Background: an optimization exercise with open tools, aiming at small area and a short achievable clock period. Do not read the settings as production practice. No functional check of the RTL was part of this run.

==> flow/design.v <==
module fir_gen (input clk, input reset, input Load_x,
    input signed [7:0] x_in, input signed [7:0] c_in, output signed [7:0] y_out);
reg [7:0] c0, c1, c2;
reg [3:0] xo, xt, xn;
reg [15:0] a2r0;
reg [15:0] a2r1;
reg [16:0] a1r0;
reg [16:0] a1r1;
reg [7:0] yh;
wire [8:0] xe = {x_in, 1'b0};
wire [3:0] bo, bt, bn;
genvar gi;
generate for (gi = 0; gi < 4; gi = gi + 1) begin : rec
  assign bo[gi] = xe[2*gi+1] ^ xe[2*gi];
  assign bt[gi] = (xe[2*gi+2] & ~xe[2*gi+1] & ~xe[2*gi]) | (~xe[2*gi+2] & xe[2*gi+1] & xe[2*gi]);
  assign bn[gi] = xe[2*gi+2];
end endgenerate
wire [3:0] xon = Load_x ? bo : xo;
wire [3:0] xtn = Load_x ? bt : xt;
wire [3:0] xnn = Load_x ? bn : xn;
wire p1;
wire p2;
wire p3;
wire p4;
wire p5;
wire p6;
wire p7;
wire p8;
wire p9;
wire p10;
wire p11;
wire p12;
wire p13;
wire p14;
wire p15;
wire p16;
wire p17;
wire p18;
wire p19;
wire p20;
wire p21;
wire p22;
wire p23;
wire p24;
wire p25;
wire p26;
wire p27;
wire p28;
wire p29;
wire p30;
wire p31;
wire p32;
wire p33;
wire p34;
wire p35;
wire p36;
wire s37;
wire c38;
wire s39;
wire c40;
wire s41;
wire c42;
wire s43;
wire c44;
wire s45;
wire c46;
wire s47;
wire c48;
wire s49;
wire c50;
wire s51;
wire c52;
wire s53;
wire c54;
wire s55;
wire c56;
wire s57;
wire c58;
wire s59;
wire c60;
wire s61;
wire c62;
wire s63;
wire c64;
wire s65;
wire c66;
wire s67;
wire c68;
wire s69;
wire c70;
wire s71;
wire c72;
wire s73;
wire c74;
wire s75;
wire c76;
wire s77;
wire c78;
wire s79;
wire c80;
wire s81;
wire c82;
wire s83;
wire c84;
wire p85;
wire p86;
wire p87;
wire p88;
wire p89;
wire p90;
wire p91;
wire p92;
wire p93;
wire p94;
wire p95;
wire p96;
wire p97;
wire p98;
wire p99;
wire p100;
wire p101;
wire p102;
wire p103;
wire p104;
wire p105;
wire p106;
wire p107;
wire p108;
wire p109;
wire p110;
wire p111;
wire p112;
wire p113;
wire p114;
wire p115;
wire p116;
wire p117;
wire p118;
wire p119;
wire p120;
wire s121;
wire c122;
wire s123;
wire c124;
wire s125;
wire c126;
wire s127;
wire c128;
wire s129;
wire c130;
wire s131;
wire c132;
wire s133;
wire c134;
wire s135;
wire c136;
wire s137;
wire c138;
wire s139;
wire c140;
wire s141;
wire c142;
wire s143;
wire c144;
wire s145;
wire c146;
wire s147;
wire c148;
wire s149;
wire c150;
wire s151;
wire c152;
wire s153;
wire c154;
wire s155;
wire c156;
wire s157;
wire c158;
wire s159;
wire c160;
wire s161;
wire c162;
wire s163;
wire c164;
wire s165;
wire c166;
wire s167;
wire c168;
wire s169;
wire c170;
wire s171;
wire c172;
wire s173;
wire c174;
wire s175;
wire c176;
wire s177;
wire c178;
wire s179;
wire c180;
wire s181;
wire c182;
wire s183;
wire c184;
wire s185;
wire c186;
wire s187;
wire c188;
wire s189;
wire c190;
wire s191;
wire c192;
wire s193;
wire c194;
wire s195;
wire c196;
wire s197;
wire c198;
wire s199;
wire c200;
wire s201;
wire c202;
wire s203;
wire c204;
wire s205;
wire c206;
wire s207;
wire c208;
wire s209;
wire c210;
wire s211;
wire c212;
wire s213;
wire c214;
wire s215;
wire c216;
wire s217;
wire c218;
wire s219;
wire c220;
wire p221;
wire p222;
wire p223;
wire p224;
wire p225;
wire p226;
wire p227;
wire p228;
wire p229;
wire p230;
wire p231;
wire p232;
wire p233;
wire p234;
wire p235;
wire p236;
wire p237;
wire p238;
wire p239;
wire p240;
wire p241;
wire p242;
wire p243;
wire p244;
wire p245;
wire p246;
wire p247;
wire p248;
wire p249;
wire p250;
wire p251;
wire p252;
wire p253;
wire p254;
wire p255;
wire p256;
wire s257;
wire c258;
wire s259;
wire c260;
wire s261;
wire c262;
wire s263;
wire c264;
wire s265;
wire c266;
wire s267;
wire c268;
wire s269;
wire c270;
wire s271;
wire c272;
wire s273;
wire c274;
wire s275;
wire c276;
wire s277;
wire c278;
wire s279;
wire c280;
wire s281;
wire c282;
wire s283;
wire c284;
wire s285;
wire c286;
wire s287;
wire c288;
wire s289;
wire c290;
wire s291;
wire c292;
wire s293;
wire c294;
wire s295;
wire c296;
wire s297;
wire c298;
wire s299;
wire c300;
wire s301;
wire c302;
wire s303;
wire c304;
wire s305;
wire c306;
wire s307;
wire c308;
wire s309;
wire c310;
wire s311;
wire c312;
wire s313;
wire c314;
wire s315;
wire c316;
wire s317;
wire c318;
wire s319;
wire c320;
wire s321;
wire c322;
wire s323;
wire c324;
wire s325;
wire c326;
wire s327;
wire c328;
wire s329;
wire c330;
wire s331;
wire c332;
wire s333;
wire c334;
wire s335;
wire c336;
wire s337;
wire c338;
wire s339;
wire c340;
wire s341;
wire c342;
wire s343;
wire c344;
wire s345;
wire c346;
wire s347;
wire c348;
wire s349;
wire c350;
wire s351;
wire c352;
wire s353;
wire c354;
wire s355;
wire c356;
wire s357;
wire c358;
wire s359;
wire c360;
wire g361;
wire o362;
wire g363;
wire g364;
wire o365;
wire g366;
wire g367;
wire o368;
wire g369;
wire g370;
wire o371;
wire g372;
wire g373;
wire o374;
wire g375;
wire g376;
wire o377;
wire g378;
wire g379;
wire o380;
wire g381;
wire g382;
wire o383;
wire g384;
wire g385;
wire o386;
wire g387;
wire g388;
wire o389;
wire g390;
wire g391;
wire o392;
wire g393;
wire g394;
wire o395;
wire g396;
wire g397;
wire o398;
wire g399;
wire s400;
wire c401;
wire s402;
wire c403;
wire s404;
wire c405;
wire s406;
wire c407;
wire s408;
wire c409;
wire s410;
wire c411;
wire s412;
wire c413;
wire n414;
wire g415;
wire o416;
wire g417;
wire g418;
wire o419;
wire g420;
wire g421;
wire o422;
wire g423;
wire g424;
wire o425;
wire g426;
wire g427;
wire o428;
wire g429;
wire g430;
wire o431;
wire g432;
wire g433;
wire o434;
wire g435;
wire g436;
wire o437;
wire g438;
wire g439;
wire o440;
wire g441;
wire g442;
wire o443;
wire g444;
wire g445;
wire o446;
wire g447;
wire g448;
wire o449;
wire g450;
wire x451;
wire x452;
wire x453;
wire x454;
wire x455;
wire x456;
wire x457;
wire n458;
wire o459;
wire x460;
wire o461;
wire x462;
wire o463;
wire x464;
wire o465;
wire x466;
wire o467;
wire x468;
wire o469;
wire x470;
wire o471;
wire x472;
wire y473;
wire y474;
wire y475;
wire y476;
wire y477;
wire y478;
wire y479;
wire y480;
assign p1 = (xo[0] & c2[0]) ^ xn[0];
assign p2 = ((xo[0] & c2[1]) | (xt[0] & c2[0])) ^ xn[0];
assign p3 = ((xo[0] & c2[2]) | (xt[0] & c2[1])) ^ xn[0];
assign p4 = ((xo[0] & c2[3]) | (xt[0] & c2[2])) ^ xn[0];
assign p5 = ((xo[0] & c2[4]) | (xt[0] & c2[3])) ^ xn[0];
assign p6 = ((xo[0] & c2[5]) | (xt[0] & c2[4])) ^ xn[0];
assign p7 = ((xo[0] & c2[6]) | (xt[0] & c2[5])) ^ xn[0];
assign p8 = ((xo[0] & c2[7]) | (xt[0] & c2[6])) ^ xn[0];
assign p9 = ~(((xo[0] & c2[7]) | (xt[0] & c2[7])) ^ xn[0]);
assign p10 = (xo[1] & c2[0]) ^ xn[1];
assign p11 = ((xo[1] & c2[1]) | (xt[1] & c2[0])) ^ xn[1];
assign p12 = ((xo[1] & c2[2]) | (xt[1] & c2[1])) ^ xn[1];
assign p13 = ((xo[1] & c2[3]) | (xt[1] & c2[2])) ^ xn[1];
assign p14 = ((xo[1] & c2[4]) | (xt[1] & c2[3])) ^ xn[1];
assign p15 = ((xo[1] & c2[5]) | (xt[1] & c2[4])) ^ xn[1];
assign p16 = ((xo[1] & c2[6]) | (xt[1] & c2[5])) ^ xn[1];
assign p17 = ((xo[1] & c2[7]) | (xt[1] & c2[6])) ^ xn[1];
assign p18 = ~(((xo[1] & c2[7]) | (xt[1] & c2[7])) ^ xn[1]);
assign p19 = (xo[2] & c2[0]) ^ xn[2];
assign p20 = ((xo[2] & c2[1]) | (xt[2] & c2[0])) ^ xn[2];
assign p21 = ((xo[2] & c2[2]) | (xt[2] & c2[1])) ^ xn[2];
assign p22 = ((xo[2] & c2[3]) | (xt[2] & c2[2])) ^ xn[2];
assign p23 = ((xo[2] & c2[4]) | (xt[2] & c2[3])) ^ xn[2];
assign p24 = ((xo[2] & c2[5]) | (xt[2] & c2[4])) ^ xn[2];
assign p25 = ((xo[2] & c2[6]) | (xt[2] & c2[5])) ^ xn[2];
assign p26 = ((xo[2] & c2[7]) | (xt[2] & c2[6])) ^ xn[2];
assign p27 = ~(((xo[2] & c2[7]) | (xt[2] & c2[7])) ^ xn[2]);
assign p28 = (xo[3] & c2[0]) ^ xn[3];
assign p29 = ((xo[3] & c2[1]) | (xt[3] & c2[0])) ^ xn[3];
assign p30 = ((xo[3] & c2[2]) | (xt[3] & c2[1])) ^ xn[3];
assign p31 = ((xo[3] & c2[3]) | (xt[3] & c2[2])) ^ xn[3];
assign p32 = ((xo[3] & c2[4]) | (xt[3] & c2[3])) ^ xn[3];
assign p33 = ((xo[3] & c2[5]) | (xt[3] & c2[4])) ^ xn[3];
assign p34 = ((xo[3] & c2[6]) | (xt[3] & c2[5])) ^ xn[3];
assign p35 = ((xo[3] & c2[7]) | (xt[3] & c2[6])) ^ xn[3];
assign p36 = ~(((xo[3] & c2[7]) | (xt[3] & c2[7])) ^ xn[3]);
ha_cell us37 (.a(xn[2]), .b(p5), .s(s37), .co(c38));
fa_cell us39 (.a(xn[3]), .b(p7), .c(p14), .s(s39), .co(c40));
ha_cell us41 (.a(p8), .b(p15), .s(s41), .co(c42));
assign s43 = ~(p9 ^ p16);
assign c44 = p9 | p16;
ha_cell us45 (.a(xn[1]), .b(p3), .s(s45), .co(c46));
ha_cell us47 (.a(p12), .b(p19), .s(s47), .co(c48));
fa_cell us49 (.a(p6), .b(p13), .c(p20), .s(s49), .co(c50));
fa_cell us51 (.a(p21), .b(p28), .c(s39), .s(s51), .co(c52));
fa_cell us53 (.a(p22), .b(p29), .c(s41), .s(s53), .co(c54));
fa_cell us55 (.a(p23), .b(p30), .c(c42), .s(s55), .co(c56));
fa_cell us57 (.a(p17), .b(p24), .c(p31), .s(s57), .co(c58));
ha_cell us59 (.a(p18), .b(p25), .s(s59), .co(c60));
ha_cell us61 (.a(xn[0]), .b(p1), .s(s61), .co(c62));
ha_cell us63 (.a(p10), .b(s45), .s(s63), .co(c64));
fa_cell us65 (.a(p4), .b(p11), .c(c46), .s(s65), .co(c66));
fa_cell us67 (.a(s37), .b(s47), .c(xnn[2]), .s(s67), .co(c68));
fa_cell us69 (.a(c38), .b(c48), .c(s49), .s(s69), .co(c70));
fa_cell us71 (.a(c50), .b(xnn[3]), .c(s51), .s(s71), .co(c72));
fa_cell us73 (.a(c40), .b(s53), .c(c52), .s(s73), .co(c74));
fa_cell us75 (.a(s43), .b(s55), .c(c54), .s(s75), .co(c76));
fa_cell us77 (.a(c44), .b(s57), .c(c56), .s(s77), .co(c78));
fa_cell us79 (.a(p32), .b(s59), .c(c58), .s(s79), .co(c80));
fa_cell us81 (.a(p26), .b(p33), .c(c60), .s(s81), .co(c82));
ha_cell us83 (.a(p27), .b(p34), .s(s83), .co(c84));
assign p85 = (xo[0] & c1[0]) ^ xn[0];
assign p86 = ((xo[0] & c1[1]) | (xt[0] & c1[0])) ^ xn[0];
assign p87 = ((xo[0] & c1[2]) | (xt[0] & c1[1])) ^ xn[0];
assign p88 = ((xo[0] & c1[3]) | (xt[0] & c1[2])) ^ xn[0];
assign p89 = ((xo[0] & c1[4]) | (xt[0] & c1[3])) ^ xn[0];
assign p90 = ((xo[0] & c1[5]) | (xt[0] & c1[4])) ^ xn[0];
assign p91 = ((xo[0] & c1[6]) | (xt[0] & c1[5])) ^ xn[0];
assign p92 = ((xo[0] & c1[7]) | (xt[0] & c1[6])) ^ xn[0];
assign p93 = ~(((xo[0] & c1[7]) | (xt[0] & c1[7])) ^ xn[0]);
assign p94 = (xo[1] & c1[0]) ^ xn[1];
assign p95 = ((xo[1] & c1[1]) | (xt[1] & c1[0])) ^ xn[1];
assign p96 = ((xo[1] & c1[2]) | (xt[1] & c1[1])) ^ xn[1];
assign p97 = ((xo[1] & c1[3]) | (xt[1] & c1[2])) ^ xn[1];
assign p98 = ((xo[1] & c1[4]) | (xt[1] & c1[3])) ^ xn[1];
assign p99 = ((xo[1] & c1[5]) | (xt[1] & c1[4])) ^ xn[1];
assign p100 = ((xo[1] & c1[6]) | (xt[1] & c1[5])) ^ xn[1];
assign p101 = ((xo[1] & c1[7]) | (xt[1] & c1[6])) ^ xn[1];
assign p102 = ~(((xo[1] & c1[7]) | (xt[1] & c1[7])) ^ xn[1]);
assign p103 = (xo[2] & c1[0]) ^ xn[2];
assign p104 = ((xo[2] & c1[1]) | (xt[2] & c1[0])) ^ xn[2];
assign p105 = ((xo[2] & c1[2]) | (xt[2] & c1[1])) ^ xn[2];
assign p106 = ((xo[2] & c1[3]) | (xt[2] & c1[2])) ^ xn[2];
assign p107 = ((xo[2] & c1[4]) | (xt[2] & c1[3])) ^ xn[2];
assign p108 = ((xo[2] & c1[5]) | (xt[2] & c1[4])) ^ xn[2];
assign p109 = ((xo[2] & c1[6]) | (xt[2] & c1[5])) ^ xn[2];
assign p110 = ((xo[2] & c1[7]) | (xt[2] & c1[6])) ^ xn[2];
assign p111 = ~(((xo[2] & c1[7]) | (xt[2] & c1[7])) ^ xn[2]);
assign p112 = (xo[3] & c1[0]) ^ xn[3];
assign p113 = ((xo[3] & c1[1]) | (xt[3] & c1[0])) ^ xn[3];
assign p114 = ((xo[3] & c1[2]) | (xt[3] & c1[1])) ^ xn[3];
assign p115 = ((xo[3] & c1[3]) | (xt[3] & c1[2])) ^ xn[3];
assign p116 = ((xo[3] & c1[4]) | (xt[3] & c1[3])) ^ xn[3];
assign p117 = ((xo[3] & c1[5]) | (xt[3] & c1[4])) ^ xn[3];
assign p118 = ((xo[3] & c1[6]) | (xt[3] & c1[5])) ^ xn[3];
assign p119 = ((xo[3] & c1[7]) | (xt[3] & c1[6])) ^ xn[3];
assign p120 = ~(((xo[3] & c1[7]) | (xt[3] & c1[7])) ^ xn[3]);
ha_cell us121 (.a(a2r0[6]), .b(a2r1[6]), .s(s121), .co(c122));
ha_cell us123 (.a(a2r0[7]), .b(a2r1[7]), .s(s123), .co(c124));
ha_cell us125 (.a(a2r0[8]), .b(a2r1[8]), .s(s125), .co(c126));
ha_cell us127 (.a(a2r0[2]), .b(a2r1[2]), .s(s127), .co(c128));
ha_cell us129 (.a(a2r0[3]), .b(a2r1[3]), .s(s129), .co(c130));
fa_cell us131 (.a(a2r0[4]), .b(a2r1[4]), .c(p89), .s(s131), .co(c132));
ha_cell us133 (.a(p96), .b(p103), .s(s133), .co(c134));
fa_cell us135 (.a(a2r0[5]), .b(a2r1[5]), .c(p90), .s(s135), .co(c136));
ha_cell us137 (.a(p97), .b(p104), .s(s137), .co(c138));
fa_cell us139 (.a(s121), .b(p91), .c(p98), .s(s139), .co(c140));
fa_cell us141 (.a(p105), .b(p112), .c(xnn[3]), .s(s141), .co(c142));
fa_cell us143 (.a(c122), .b(s123), .c(p92), .s(s143), .co(c144));
fa_cell us145 (.a(p99), .b(p106), .c(p113), .s(s145), .co(c146));
fa_cell us147 (.a(c124), .b(s125), .c(p93), .s(s147), .co(c148));
fa_cell us149 (.a(p100), .b(p107), .c(p114), .s(s149), .co(c150));
fa_cell us151 (.a(a2r0[9]), .b(a2r1[9]), .c(c126), .s(s151), .co(c152));
fa_cell us153 (.a(p101), .b(p108), .c(p115), .s(s153), .co(c154));
fa_cell us155 (.a(a2r0[10]), .b(a2r1[10]), .c(p102), .s(s155), .co(c156));
ha_cell us157 (.a(p109), .b(p116), .s(s157), .co(c158));
fa_cell us159 (.a(a2r0[11]), .b(a2r1[11]), .c(p110), .s(s159), .co(c160));
ha_cell us161 (.a(a2r0[12]), .b(a2r1[12]), .s(s161), .co(c162));
ha_cell us163 (.a(a2r0[0]), .b(a2r1[0]), .s(s163), .co(c164));
ha_cell us165 (.a(a2r0[1]), .b(a2r1[1]), .s(s165), .co(c166));
fa_cell us167 (.a(s127), .b(p87), .c(p94), .s(s167), .co(c168));
fa_cell us169 (.a(c128), .b(s129), .c(p88), .s(s169), .co(c170));
fa_cell us171 (.a(c130), .b(s133), .c(s131), .s(s171), .co(c172));
fa_cell us173 (.a(c134), .b(s137), .c(c132), .s(s173), .co(c174));
fa_cell us175 (.a(c138), .b(c136), .c(s139), .s(s175), .co(c176));
fa_cell us177 (.a(c140), .b(s143), .c(s145), .s(s177), .co(c178));
fa_cell us179 (.a(c144), .b(c146), .c(s147), .s(s179), .co(c180));
fa_cell us181 (.a(s151), .b(c148), .c(c150), .s(s181), .co(c182));
fa_cell us183 (.a(c152), .b(s157), .c(c154), .s(s183), .co(c184));
fa_cell us185 (.a(p117), .b(c158), .c(c156), .s(s185), .co(c186));
fa_cell us187 (.a(s161), .b(p111), .c(p118), .s(s187), .co(c188));
fa_cell us189 (.a(a2r0[13]), .b(a2r1[13]), .c(c162), .s(s189), .co(c190));
ha_cell us191 (.a(s163), .b(p85), .s(s191), .co(c192));
fa_cell us193 (.a(c164), .b(s165), .c(p86), .s(s193), .co(c194));
fa_cell us195 (.a(c166), .b(s167), .c(xnn[1]), .s(s195), .co(c196));
fa_cell us197 (.a(p95), .b(c168), .c(s169), .s(s197), .co(c198));
fa_cell us199 (.a(c170), .b(xnn[2]), .c(s171), .s(s199), .co(c200));
fa_cell us201 (.a(s135), .b(c172), .c(s173), .s(s201), .co(c202));
fa_cell us203 (.a(c174), .b(s175), .c(s141), .s(s203), .co(c204));
fa_cell us205 (.a(c176), .b(s177), .c(c142), .s(s205), .co(c206));
fa_cell us207 (.a(s149), .b(c178), .c(s179), .s(s207), .co(c208));
fa_cell us209 (.a(s153), .b(c180), .c(s181), .s(s209), .co(c210));
fa_cell us211 (.a(s155), .b(c182), .c(s183), .s(s211), .co(c212));
fa_cell us213 (.a(s159), .b(c184), .c(s185), .s(s213), .co(c214));
fa_cell us215 (.a(c160), .b(s187), .c(c186), .s(s215), .co(c216));
fa_cell us217 (.a(p119), .b(s189), .c(c188), .s(s217), .co(c218));
fa_cell us219 (.a(a2r0[14]), .b(p120), .c(c190), .s(s219), .co(c220));
assign p221 = (xo[0] & c0[0]) ^ xn[0];
assign p222 = ((xo[0] & c0[1]) | (xt[0] & c0[0])) ^ xn[0];
assign p223 = ((xo[0] & c0[2]) | (xt[0] & c0[1])) ^ xn[0];
assign p224 = ((xo[0] & c0[3]) | (xt[0] & c0[2])) ^ xn[0];
assign p225 = ((xo[0] & c0[4]) | (xt[0] & c0[3])) ^ xn[0];
assign p226 = ((xo[0] & c0[5]) | (xt[0] & c0[4])) ^ xn[0];
assign p227 = ((xo[0] & c0[6]) | (xt[0] & c0[5])) ^ xn[0];
assign p228 = ((xo[0] & c0[7]) | (xt[0] & c0[6])) ^ xn[0];
assign p229 = ~(((xo[0] & c0[7]) | (xt[0] & c0[7])) ^ xn[0]);
assign p230 = (xo[1] & c0[0]) ^ xn[1];
assign p231 = ((xo[1] & c0[1]) | (xt[1] & c0[0])) ^ xn[1];
assign p232 = ((xo[1] & c0[2]) | (xt[1] & c0[1])) ^ xn[1];
assign p233 = ((xo[1] & c0[3]) | (xt[1] & c0[2])) ^ xn[1];
assign p234 = ((xo[1] & c0[4]) | (xt[1] & c0[3])) ^ xn[1];
assign p235 = ((xo[1] & c0[5]) | (xt[1] & c0[4])) ^ xn[1];
assign p236 = ((xo[1] & c0[6]) | (xt[1] & c0[5])) ^ xn[1];
assign p237 = ((xo[1] & c0[7]) | (xt[1] & c0[6])) ^ xn[1];
assign p238 = ~(((xo[1] & c0[7]) | (xt[1] & c0[7])) ^ xn[1]);
assign p239 = (xo[2] & c0[0]) ^ xn[2];
assign p240 = ((xo[2] & c0[1]) | (xt[2] & c0[0])) ^ xn[2];
assign p241 = ((xo[2] & c0[2]) | (xt[2] & c0[1])) ^ xn[2];
assign p242 = ((xo[2] & c0[3]) | (xt[2] & c0[2])) ^ xn[2];
assign p243 = ((xo[2] & c0[4]) | (xt[2] & c0[3])) ^ xn[2];
assign p244 = ((xo[2] & c0[5]) | (xt[2] & c0[4])) ^ xn[2];
assign p245 = ((xo[2] & c0[6]) | (xt[2] & c0[5])) ^ xn[2];
assign p246 = ((xo[2] & c0[7]) | (xt[2] & c0[6])) ^ xn[2];
assign p247 = ~(((xo[2] & c0[7]) | (xt[2] & c0[7])) ^ xn[2]);
assign p248 = (xo[3] & c0[0]) ^ xn[3];
assign p249 = ((xo[3] & c0[1]) | (xt[3] & c0[0])) ^ xn[3];
assign p250 = ((xo[3] & c0[2]) | (xt[3] & c0[1])) ^ xn[3];
assign p251 = ((xo[3] & c0[3]) | (xt[3] & c0[2])) ^ xn[3];
assign p252 = ((xo[3] & c0[4]) | (xt[3] & c0[3])) ^ xn[3];
assign p253 = ((xo[3] & c0[5]) | (xt[3] & c0[4])) ^ xn[3];
assign p254 = ((xo[3] & c0[6]) | (xt[3] & c0[5])) ^ xn[3];
assign p255 = ((xo[3] & c0[7]) | (xt[3] & c0[6])) ^ xn[3];
assign p256 = ~(((xo[3] & c0[7]) | (xt[3] & c0[7])) ^ xn[3]);
ha_cell us257 (.a(a1r0[4]), .b(a1r1[4]), .s(s257), .co(c258));
fa_cell us259 (.a(a1r0[5]), .b(a1r1[5]), .c(p226), .s(s259), .co(c260));
fa_cell us261 (.a(a1r0[6]), .b(a1r1[6]), .c(p227), .s(s261), .co(c262));
ha_cell us263 (.a(p234), .b(p241), .s(s263), .co(c264));
fa_cell us265 (.a(a1r0[7]), .b(a1r1[7]), .c(p228), .s(s265), .co(c266));
fa_cell us267 (.a(p235), .b(p242), .c(p249), .s(s267), .co(c268));
fa_cell us269 (.a(a1r0[8]), .b(a1r1[8]), .c(p229), .s(s269), .co(c270));
fa_cell us271 (.a(p236), .b(p243), .c(p250), .s(s271), .co(c272));
fa_cell us273 (.a(a1r0[9]), .b(a1r1[9]), .c(p237), .s(s273), .co(c274));
ha_cell us275 (.a(p244), .b(p251), .s(s275), .co(c276));
fa_cell us277 (.a(a1r0[10]), .b(a1r1[10]), .c(p238), .s(s277), .co(c278));
ha_cell us279 (.a(p245), .b(p252), .s(s279), .co(c280));
fa_cell us281 (.a(a1r0[11]), .b(a1r1[11]), .c(p246), .s(s281), .co(c282));
ha_cell us283 (.a(a1r0[12]), .b(a1r1[12]), .s(s283), .co(c284));
ha_cell us285 (.a(a1r0[2]), .b(a1r1[2]), .s(s285), .co(c286));
fa_cell us287 (.a(a1r0[3]), .b(a1r1[3]), .c(p224), .s(s287), .co(c288));
fa_cell us289 (.a(s257), .b(p225), .c(p232), .s(s289), .co(c290));
fa_cell us291 (.a(c258), .b(p233), .c(p240), .s(s291), .co(c292));
fa_cell us293 (.a(p248), .b(s263), .c(c260), .s(s293), .co(c294));
fa_cell us295 (.a(c264), .b(c262), .c(s265), .s(s295), .co(c296));
fa_cell us297 (.a(c266), .b(c268), .c(s269), .s(s297), .co(c298));
fa_cell us299 (.a(s275), .b(c270), .c(c272), .s(s299), .co(c300));
fa_cell us301 (.a(c276), .b(s279), .c(c274), .s(s301), .co(c302));
fa_cell us303 (.a(p253), .b(c280), .c(c278), .s(s303), .co(c304));
fa_cell us305 (.a(s283), .b(p247), .c(p254), .s(s305), .co(c306));
fa_cell us307 (.a(a1r0[13]), .b(a1r1[13]), .c(c284), .s(s307), .co(c308));
ha_cell us309 (.a(a1r0[14]), .b(a1r1[14]), .s(s309), .co(c310));
ha_cell us311 (.a(a1r0[0]), .b(a1r1[0]), .s(s311), .co(c312));
fa_cell us313 (.a(a1r0[1]), .b(a1r1[1]), .c(p222), .s(s313), .co(c314));
fa_cell us315 (.a(s285), .b(p223), .c(p230), .s(s315), .co(c316));
fa_cell us317 (.a(c286), .b(p231), .c(s287), .s(s317), .co(c318));
fa_cell us319 (.a(p239), .b(c288), .c(s289), .s(s319), .co(c320));
fa_cell us321 (.a(c290), .b(s259), .c(s291), .s(s321), .co(c322));
fa_cell us323 (.a(c292), .b(s261), .c(s293), .s(s323), .co(c324));
fa_cell us325 (.a(s267), .b(c294), .c(s295), .s(s325), .co(c326));
fa_cell us327 (.a(s271), .b(c296), .c(s297), .s(s327), .co(c328));
fa_cell us329 (.a(s273), .b(c298), .c(s299), .s(s329), .co(c330));
fa_cell us331 (.a(s277), .b(c300), .c(s301), .s(s331), .co(c332));
fa_cell us333 (.a(s281), .b(c302), .c(s303), .s(s333), .co(c334));
fa_cell us335 (.a(c282), .b(s305), .c(c304), .s(s335), .co(c336));
fa_cell us337 (.a(p255), .b(s307), .c(c306), .s(s337), .co(c338));
fa_cell us339 (.a(s309), .b(p256), .c(c308), .s(s339), .co(c340));
ha_cell us341 (.a(a1r0[15]), .b(c310), .s(s341), .co(c342));
ha_cell us343 (.a(p221), .b(s311), .s(s343), .co(c344));
ha_cell us345 (.a(c312), .b(s313), .s(s345), .co(c346));
ha_cell us347 (.a(c314), .b(s315), .s(s347), .co(c348));
ha_cell us349 (.a(c316), .b(s317), .s(s349), .co(c350));
ha_cell us351 (.a(c318), .b(s319), .s(s351), .co(c352));
ha_cell us353 (.a(c320), .b(s321), .s(s353), .co(c354));
ha_cell us355 (.a(c322), .b(s323), .s(s355), .co(c356));
ha_cell us357 (.a(c324), .b(s325), .s(s357), .co(c358));
ha_cell us359 (.a(c326), .b(s327), .s(s359), .co(c360));
assign g361 = s345 & c344;
assign o362 = c346 | g361;
assign g363 = s345 & s343;
assign g364 = s349 & c348;
assign o365 = c350 | g364;
assign g366 = s349 & s347;
assign g367 = s353 & c352;
assign o368 = c354 | g367;
assign g369 = s353 & s351;
assign g370 = s357 & c356;
assign o371 = c358 | g370;
assign g372 = s357 & s355;
assign g373 = s347 & o362;
assign o374 = c348 | g373;
assign g375 = s347 & g363;
assign g376 = g366 & o362;
assign o377 = o365 | g376;
assign g378 = g366 & g363;
assign g379 = s355 & o368;
assign o380 = c356 | g379;
assign g381 = s355 & g369;
assign g382 = g372 & o368;
assign o383 = o371 | g382;
assign g384 = g372 & g369;
assign g385 = s351 & o377;
assign o386 = c352 | g385;
assign g387 = s351 & g378;
assign g388 = g369 & o377;
assign o389 = o368 | g388;
assign g390 = g369 & g378;
assign g391 = g381 & o377;
assign o392 = o380 | g391;
assign g393 = g381 & g378;
assign g394 = g384 & o377;
assign o395 = o383 | g394;
assign g396 = g384 & g378;
assign g397 = s359 & o395;
assign o398 = c360 | g397;
assign g399 = s359 & g396;
ha_cell us400 (.a(c328), .b(s329), .s(s400), .co(c401));
ha_cell us402 (.a(c330), .b(s331), .s(s402), .co(c403));
ha_cell us404 (.a(c332), .b(s333), .s(s404), .co(c405));
ha_cell us406 (.a(c334), .b(s335), .s(s406), .co(c407));
ha_cell us408 (.a(c336), .b(s337), .s(s408), .co(c409));
ha_cell us410 (.a(c338), .b(s339), .s(s410), .co(c411));
ha_cell us412 (.a(c340), .b(s341), .s(s412), .co(c413));
assign n414 = ~c342;
assign g415 = s402 & c401;
assign o416 = c403 | g415;
assign g417 = s402 & s400;
assign g418 = s406 & c405;
assign o419 = c407 | g418;
assign g420 = s406 & s404;
assign g421 = s410 & c409;
assign o422 = c411 | g421;
assign g423 = s410 & s408;
assign g424 = n414 & c413;
assign o425 = c342 | g424;
assign g426 = n414 & s412;
assign g427 = s404 & o416;
assign o428 = c405 | g427;
assign g429 = s404 & g417;
assign g430 = g420 & o416;
assign o431 = o419 | g430;
assign g432 = g420 & g417;
assign g433 = s412 & o422;
assign o434 = c413 | g433;
assign g435 = s412 & g423;
assign g436 = g426 & o422;
assign o437 = o425 | g436;
assign g438 = g426 & g423;
assign g439 = s408 & o431;
assign o440 = c409 | g439;
assign g441 = s408 & g432;
assign g442 = g423 & o431;
assign o443 = o422 | g442;
assign g444 = g423 & g432;
assign g445 = g435 & o431;
assign o446 = o434 | g445;
assign g447 = g435 & g432;
assign g448 = g438 & o431;
assign o449 = o437 | g448;
assign g450 = g438 & g432;
assign x451 = s402 ^ c401;
assign x452 = s404 ^ o416;
assign x453 = s406 ^ o428;
assign x454 = s408 ^ o431;
assign x455 = s410 ^ o440;
assign x456 = s412 ^ o443;
assign x457 = n414 ^ o446;
assign n458 = ~s400;
assign o459 = c401 | s400;
assign x460 = s402 ^ o459;
assign o461 = o416 | g417;
assign x462 = s404 ^ o461;
assign o463 = o428 | g429;
assign x464 = s406 ^ o463;
assign o465 = o431 | g432;
assign x466 = s408 ^ o465;
assign o467 = o440 | g441;
assign x468 = s410 ^ o467;
assign o469 = o443 | g444;
assign x470 = s412 ^ o469;
assign o471 = o446 | g447;
assign x472 = n414 ^ o471;
assign y473 = o398 ? n458 : s400;
assign y474 = o398 ? x460 : x451;
assign y475 = o398 ? x462 : x452;
assign y476 = o398 ? x464 : x453;
assign y477 = o398 ? x466 : x454;
assign y478 = o398 ? x468 : x455;
assign y479 = o398 ? x470 : x456;
assign y480 = o398 ? x472 : x457;
always @(posedge clk or posedge reset)
  if (reset) begin
    xo <= 4'd0; xt <= 4'd0; xn <= 4'd0; c0 <= 8'd0; c1 <= 8'd0; c2 <= 8'd0;
    a2r0 <= 16'd22016; a2r1 <= 16'd0; a1r0 <= 17'd43776; a1r1 <= 17'd0; yh <= 8'd0;
  end else begin
    xo <= xon; xt <= xtn; xn <= xnn;
    if (!Load_x) begin c2 <= c_in; c1 <= c2; c0 <= c1; end
    a2r0 <= {1'b0,p36,p35,c82,c80,c78,c76,c74,c72,c70,c68,c66,c64,xnn[1],p2,xnn[0]};
    a2r1 <= {1'b0,1'b0,c84,s83,s81,s79,s77,s75,s73,s71,s69,s67,s65,s63,c62,s61};
    a1r0 <= {1'b0,c220,c218,c216,c214,c212,c210,c208,c206,c204,c202,c200,c198,c196,c194,c192,xnn[0]};
    a1r1 <= {1'b0,1'b0,s219,s217,s215,s213,s211,s209,s207,s205,s203,s201,s199,s197,s195,s193,s191};
    yh <= {y480,y479,y478,y477,y476,y475,y474,y473};
  end
assign y_out = {yh[7],yh[6],yh[5],yh[4],yh[3],yh[2],yh[1],yh[0]};
endmodule
module fa_cell (input a, input b, input c, output s, output co);
assign {co, s} = a + b + c;
endmodule
module ha_cell (input a, input b, output s, output co);
assign {co, s} = a + b;
endmodule
==> flow/run.sh <==
#!/bin/bash
# synth_recipe.tcl (not shown) runs the flow's synth.tcl, then flattens the netlist and writes it again
# the make line also repeats each setting of config.mk as NAME=value (left out here)
make -C /OpenROAD-flow-scripts/flow DESIGN_CONFIG=/design/flow/config.mk WORK_HOME=/design/flow/orfs CLKGATE_MAP_FILE= SYNTH_SCRIPT=/design/flow/synth_recipe.tcl finish
==> flow/config.mk <==
export PLATFORM = sky130hd
export DESIGN_NAME = fir_gen
export DESIGN_NICKNAME = fir_gen
export VERILOG_FILES = /design/flow/design.v
export SDC_FILE = /design/flow/constraint.sdc
export NUM_CORES = 4
export LEC_CHECK = 0
export CAP_MARGIN = 20
export CORE_MARGIN = 2
export CORE_UTILIZATION = 40
export SETUP_SLACK_MARGIN = 2.5
export SLEW_MARGIN = 20
export SYNTH_HIERARCHICAL = 1
export SYNTH_MINIMUM_KEEP_SIZE = 0
==> flow/constraint.sdc <==
create_clock -name core_clock -period 5.5 [get_ports {clk}]
set_input_delay 1.1000 -clock core_clock [delete_from_list [all_inputs] [get_ports {clk}]]
set_output_delay 1.1000 -clock core_clock [all_outputs]
set_load 0.01 [all_outputs]
==> run notes <==
per-stage QoR:
step                util, %  worst slack [ns]  hold WS [ns]
floorplan                 -              1.96         0.533
global placement       43.4              1.57         0.582
detailed placement     43.4              1.48         0.594
CTS                    45.7              1.83         0.615
global route           46.1              1.72         0.635
finish                 46.1              1.82         0.611
per-module statistics from Yosys, one instance, submodules excluded:
module	cells inside	copies in the design	flops+latches	area (sq um)
fa_cell	1	87	0	20.0
ha_cell	1	45	0	12.5
fir_gen	497	1	101	5350
how the worst min path moves through the flow:
stage / start / endpoint / cells after the start
floorplan: xn[0] / a2r1[0] / 1
global placement: a2r1[0] / a1r1[0] / 2
detailed placement: a2r1[0] / a1r1[0] / 2
CTS: a2r1[0] / a1r1[0] / 2
global route: a2r1[0] / a1r1[0] / 2
finish: a2r1[0] / a1r0[1] / 2
repair_timing:
item,4_1_cts,5_1_grt
resized for setup,23,19
pin swaps,9,5
buffers inserted,7,1
setup endpoints to repair,8,9
hold buffers,0,0
cloned,1,0
routing by layer:
metal  wire, microns  share of wire (%)
met2            8910                 51
met5               0                  0
met4             325                1.8
met3             621                3.5
met1            7730                 44
sequential cells by signal (all words and copies together), names as in the netlist:
| register | count |
|---|---|
| xo | 4 |
| a2r0 | 13 |
| a2r1 | 14 |
| c1 | 8 |
| a1r1 | 15 |
| xt | 4 |
| yh | 8 |
| c2 | 8 |
| xn | 4 |
| a1r0 | 15 |
| c0 | 8 |
cell usage after synthesis, drive strengths merged:
library cell  number
nand4              2
inv                8
and4               1
o21a               1
ha                46
xnor2            102
nor2b              2
nor4               1
fa                87
a31oi              3
o21ai             18
dfstp              9
buf               20
or2b               1
mux2i              1
or3b               2
nor3               4
nand2b             1
dfrtp             92
a221oi             1
xor2              16
nor2              13
clkbuf            42
a21oi             16
mux2              28
nand2             18
a22oi             85
o21bai             2
nand3              2
nand3b             2
o22ai              2
and2               1
cell families (layout without fill, tap and decap cells):
kind of cell,after synthesis,count (layout),share of synthesized area [%]
compound gates,128,128,11.8
mux,29,29,4.25
flops,101,101,33.2
simple gates,50,50,3.38
buf+inv,70,73,3.66
xor+xnor,118,118,13.5
fa+ha+maj,133,133,30.3
area by class of cell:
class | count | area share [%]
clock buffer | 11 | 2.81
clock inverter | 5 | 0.477
inverter | 8 | 0.390
tap | 234 | 3.38
timing repair buffer | 49 | 5.87
sequential | 101 | 29.5
multi-input combinational | 458 | 57.5
critical path, cell delays in order (launching register included):
cell and delay [ns]:
dfrtp_1 0.41, buf_12 0.15, a22oi_2 0.13, xnor2_1 0.16, fa_1 0.48, fa_1 0.52
fa_1 0.46, ha_4 0.30, nand4_1 0.24, nor2_2 0.28, a221oi_4 0.12, o21bai_1 0.19
xor2_1 0.15
==> impl_metrics.csv <==
group,metric,value,unit
logic_synthesis,synth-seq-cells,101,
timing,maxSlewHeadroom,59.9,%
logic_synthesis,syn_avg_cell_area,12.2,sq um
placement,portBuffers,26,
placement,gp_congestion,0.845,
setup_path,worstPathRequired,5.78,ns
logic_synthesis,ys.warnings.count,7,
timing,rsz0062_at_grt,"yes",
logic_synthesis,yosysTopAreaCell,"dfrtp_1",
placement,placed_area,8140,sq um
logic_synthesis,synth_top_area_share,30.1,%
setup_path,timing.rr.start,"xt[0]",
setup_path,cp-startpoint,"xt[0]",
logic_synthesis,synth.distinct_cells,39,
grt,globalRouteMet2Util,32.2,%
clocking,root_buffer,"clkbuf_16",
detailed_routing,ant_nets,0,
grt,use_met1,25.2,%
grt,overflow,0,
setup_path,r2r_cells,12,
timing,finalCritPeriodShare,66.9,%
detailed_routing,dr.pass1.iters,5,
final_layout,area_delta_synth_final,13.1,%
clocking,cts_tree,"built",
setup_path,critPathLaunchType,"flip-flop",
detailed_routing,wl_per_cell,20.3,microns
final_layout,final_common_cell,"xnor2_1",
timing,layout_min_cycle_time,3.68,ns
final_layout,drive_gt1_share,18.7,%
timing,slew_violations,0,
die,chipHeight,142,microns
clocking,path_clk_slew,0.07,ns
grt,grt_use_total,18.9,%
timing,clock.fmax,272,MHz
detailed_routing,wirelength,17600,microns
placement,dp_hpwl,12300,microns
grt,gr-max-usage-layer,"met2",
placement,dpl.cell_count,841,
final_layout,fin_area,8650,sq um
logic_synthesis,syn_area,7650,sq um
setup_path,cp-endpoint,"yh[1]",
clocking,clkLatencyLatePin,0.36,ns
die,die_w,142,microns
setup_path,rrSetupSlack,1.82,ns
final_layout,final_cells,866,
final_layout,fillerInstances,1688,
final_layout,multiInputGateArea,4980,sq um
clocking,clock-sinks,101,
grt,grt_antenna_before_repair,0,
setup_path,cp.arrival,3.96,ns
detailed_routing,drt_iter0_drc,274,
clocking,clockBufferDepth,2,
setup_path,criticalPathCategory,"reg -> reg",
timing,hold_viol,0,
die,num_rows,50,
logic_synthesis,synth_area_leaders,"dfrtp_1 30%, fa_1 23%, xnor2_1 12%",
timing,worstMarginPinSlew,0.602,ns
status,status,"complete, no violations",
final_layout,register_area,2560,sq um
timing,fin_setup_tns,0,ns
clocking,h-tree-depth,3,
die,initial_core_util,40.8,%
final_layout,nets,779,
die,die-area,20300,sq um
setup_path,crit_path_end_kind,"flip-flop",
timing,clock_skew,0.0104,ns
logic_synthesis,synth_nets,781,
grt,grt_pass1_wl,29500,microns
timing,setup_viol,0,
grt,grt_pass1_vias,5395,
setup_path,rr_endpoint,"yh[1]",
hold_path,min_path_type,"reg -> reg",
logic_synthesis,ys_seq_area_share,33.2,%
die,ios,27,
detailed_routing,viasPerCell,5.59,
final_layout,final_cell_mix,"101 x xnor2_1, 85 x fa_1, 82 x a22oi_1",
final_layout,n_antenna_cell,0,
detailed_routing,num_vias,4845,
setup_path,crit_fanout,6,
logic_synthesis,syn_inst,629,
job,cap_violations,0,
detailed_routing,drc_errors,0,
grt,grt_max_degree,102,
clocking,cts_buffers,9,
grt,grt_use_met3,3.13,%
die,coreArea,18800,sq um

-- port drivers added, routing unchanged --
No port has a modelled driver above. Below, the same layout with a new extraction and two added sets of constraints.
Step 1 assumes that a clkbuf_16 drives the clock port and a buf_2 every other input.
Step 2 times the ports against the registers' clock, not the clock port: input delays grow and output delays shrink by t, the midpoint of the rising clock arrivals with the driver on.
Three values: ideal ports, drivers, drivers and shift; two values: the first two.
t (ns): 0.394
setup slack, ns: 1.819 / 1.819 / 1.819
worst register clock-pin slew, ns: 0.07 / 0.07
pins driven straight from the clock port: 1
After both steps this run still meets setup and hold. For this run, drivers alone change the setup slack by 0.000 ns; drivers and shift together by 0.000 ns.
